Source: an optimization exercise on an open RTL-to-GDS flow (aim: small area and few clock cycles). Production flows keep margins and buffers that such runs may drop.
Function was checked by simulation only, so behaviour that the tests miss may differ from the original.
Power figures rest on the tool's default switching activity, not on a simulated workload.

east:
// risc_v_core
module risc_v_core (
    input  logic        clk,
    input  logic        rst_n,
    output logic        imem_req,
    output logic [31:0] imem_addr,
    input  logic [31:0] imem_rdata,
    input  logic        imem_ready,
    input  logic        imem_err,
    output logic        dmem_req,
    output logic        dmem_we,
    output logic [3:0]  dmem_be,
    output logic [31:0] dmem_addr,
    output logic [31:0] dmem_wdata,
    input  logic [31:0] dmem_rdata,
    input  logic        dmem_ready,
    input  logic        dmem_err,
    input  logic        fetch_enable,
    input  logic [31:0] irq,
    input  logic        debug_req,
    output logic        core_sleep,
    input  logic        scan_mode,
    input  logic        scan_en,
    input  logic        scan_in,
    output logic        scan_out
);
Size in the first run: about 1100 flip-flops, about 53000 um2 of cells after synthesis.
clock: 13.0 ns
lec_check: 0
cap_margin: 20
core_margin: 2
core_utilization: 30
place_density: 0.45
slew_margin: 20
synth_hierarchical: 1
synth_minimum_keep_size: 0
run.sh (not shown) runs the stock make flow with config.mk's settings and CLKGATE_MAP_FILE= SYNTH_SCRIPT=/design/flow/synth_recipe.tcl, a recipe that flattens the netlist after the stock synthesis.
east: flow completed, timing, DRC and antenna clean
Testbench counts of east, summed over its fixed seeds: cycles 8,987.
For north, these inputs were changed with respect to east:
Settings: changing CORE_UTILIZATION from 30 to 60; changing PLACE_DENSITY from 0.45 to 0.75; changing SLEW_MARGIN from 20 to 5; changing CAP_MARGIN from 20 to 5; setting CTS_BUF_LIST to sky130_fd_sc_hd__clkbuf_4 sky130_fd_sc_hd__clkbuf_8 for the first time; setting GPL_TIMING_DRIVEN to 0 for the first time.
Results
- The flow ended early for north: it failed with a tool error in global routing (5_1_grt).
- Comparing north and east, the higher effective utilization at floorplan is on north.
- east -> north: synthesized-area fraction occupied by ao, oa, aoi and oai cells delta 0, exact match
- Horizontal die dimension is lower on north
- Comparing north against east, there is no change at all in number of unique standard cell types used by synthesis.
- In north relative to east, final weighted congestion in routability-driven placement had gone up by a little under 10%.

Another version of the RTL of risc_v_core (not shown whole).
Size: roughly 210 I/O pins, about 0.050 mm² of cells after synthesis.
export LEC_CHECK = 0
export CAP_MARGIN = 20
export CORE_MARGIN = 2
export CORE_UTILIZATION = 50
export CTS_BUF_LIST = sky130_fd_sc_hd__clkbuf_8 sky130_fd_sc_hd__clkbuf_16
export CTS_CLUSTER_DIAMETER = 80
export CTS_CLUSTER_SIZE = 25
export PLACE_DENSITY = 0.65
export SLEW_MARGIN = 20
export SYNTH_HIERARCHICAL = 1
export SYNTH_MINIMUM_KEEP_SIZE = 0
create_clock -name core_clock -period 13.0 [get_ports {clk}]
standard.sh (not shown) runs the stock make flow with config.mk's settings and CLKGATE_MAP_FILE= SYNTH_SCRIPT=/design/flow/synth_recipe.tcl, a recipe that flattens the netlist after the stock synthesis.
==> flow/flow/run.sh <==
#!/bin/bash
# Standard layout, with every port buffered by a small buffer cell instead of the
# default pick. Each tool's output goes to its own log file here.
set -euo pipefail
export BUFFER_PORTS_ARGS="-buffer_cell sky130_fd_sc_hd__buf_1"
bash standard.sh > standard_flow.log 2>&1
Testbench counts at the start, summed over its fixed seeds: cycles 8,987.
Next try:
==> flow/flow/run.sh (replaced) <==
#!/bin/bash
# Standard layout with two changes: every port is buffered by a small buffer
# cell (instead of the default pick), and clock tree synthesis inserts no dummy
# loads; after global routing, gates on paths with positive slack are
# downsized (ORFS RECOVER_POWER). Each tool's output goes to its own log file here.
set -euo pipefail
export BUFFER_PORTS_ARGS="-buffer_cell sky130_fd_sc_hd__buf_1"
export CTS_ARGS="-sink_clustering_enable -repair_clock_nets -dont_use_dummy_load -sink_clustering_size 25 -sink_clustering_max_diameter 80 -buf_list {sky130_fd_sc_hd__clkbuf_8 sky130_fd_sc_hd__clkbuf_16}"
export RECOVER_POWER=100
bash standard.sh > standard_flow.log 2>&1
CAP_MARGIN = 10   (was 20)
CORE_UTILIZATION = 55   (was 50)
PLACE_DENSITY = 0.7   (was 0.65)
SLEW_MARGIN = 10   (was 20)
After rerunning: The new run ran to the end with violations: max-capacitance violations, max-slew violations; design area goes down by 1.3%; first-iteration DRC count goes down by 2.6%; sequential share of layout area goes up by 0.53 points; setup slack gets worse by 330 ps.
Next try:
==> flow/flow/run.sh (replaced) <==
#!/bin/bash
# Standard layout, with every port buffered by a small buffer cell instead of the
# default pick. Each tool's output goes to its own log file here.
set -euo pipefail
export BUFFER_PORTS_ARGS="-buffer_cell sky130_fd_sc_hd__buf_2"
bash standard.sh > standard_flow.log 2>&1
CAP_MARGIN = 20   (was 10)
CORE_UTILIZATION = 50   (was 55)
CTS_CLUSTER_SIZE = 30   (was 25)
PLACE_DENSITY = 0.65   (was 0.7)
SLEW_MARGIN = 20   (was 10)
This time the run ran to the end with no violations.
Clock-buffer cell count went up by 1.
Final cell count went up by 2.4%.
Wire length went up by 3.1%.
Power went up by 3.8%.
Synthesized cell count does not change.
Area after synthesis does not change.
Sequential power stays flat.
Worst hold slack stays flat.
Non-clock buffer count went up by 1.
Next try:
==> flow/flow/run.sh (replaced) <==
#!/bin/bash
# Standard layout with two changes: every port is buffered by a small buffer
# cell (instead of the default pick), and clock tree synthesis inserts no dummy
# loads. Each tool's output goes to its own log file here.
set -euo pipefail
export BUFFER_PORTS_ARGS="-buffer_cell sky130_fd_sc_hd__buf_1"
export CTS_ARGS="-sink_clustering_enable -repair_clock_nets -dont_use_dummy_load -sink_clustering_size 25 -sink_clustering_max_diameter 80 -buf_list {sky130_fd_sc_hd__clkbuf_8 sky130_fd_sc_hd__clkbuf_16}"
bash standard.sh > standard_flow.log 2>&1
CAP_MARGIN = 10   (was 20)
CORE_UTILIZATION = 55   (was 50)
CTS_CLUSTER_SIZE = 25   (was 30)
PLACE_DENSITY = 0.8   (was 0.65)
SLEW_MARGIN = 10   (was 20)
What happened: Total power falls by a few percent; cell area falls slightly; setup slack gets worse by 170 ps; combinational power falls by a few percent; final cell count falls by a few percent; die area falls by a little under a tenth.

[afterwards: timing with drivers on the ports]
No port has a modelled driver above. Below, the same layouts with a new extraction and two added sets of constraints. Step 1 assumes that a clkbuf_16 drives the clock port and a buf_2 every other input. Step 2 moves the port delays by t, midway between the first and last clock arrival at a register: inputs arrive t later, outputs are due t later. That takes back most of the time a late clock gives input paths. Slacks: no drivers / after step 1 / after step 2; pairs: no drivers / after step 1.
run | t (ns) | slack for setup (ns) | hold WS [ns]
east | 0.839 | 0.296 / 0.255 / -0.111 | 0.477 / 0.477 / 0.477
the first run of note 2 | 0.800 | 0.681 / 0.625 / -0.175 | 0.486 / 0.486 / 0.486
the second run of note 2 | 0.738 | 0.355 / 0.230 / -0.336 | 0.487 / 0.487 / 0.487
the third run of note 2 | 0.782 | 0.933 / 0.960 / 0.178 | 0.490 / 0.490 / 0.490
the fourth run of note 2 | 0.764 | 0.766 / 0.814 / 0.050 | 0.484 / 0.484 / 0.484
For the first run of note 2, which loses most, drivers alone change the setup slack by -0.056 ns; drivers and shift together by -0.856 ns.
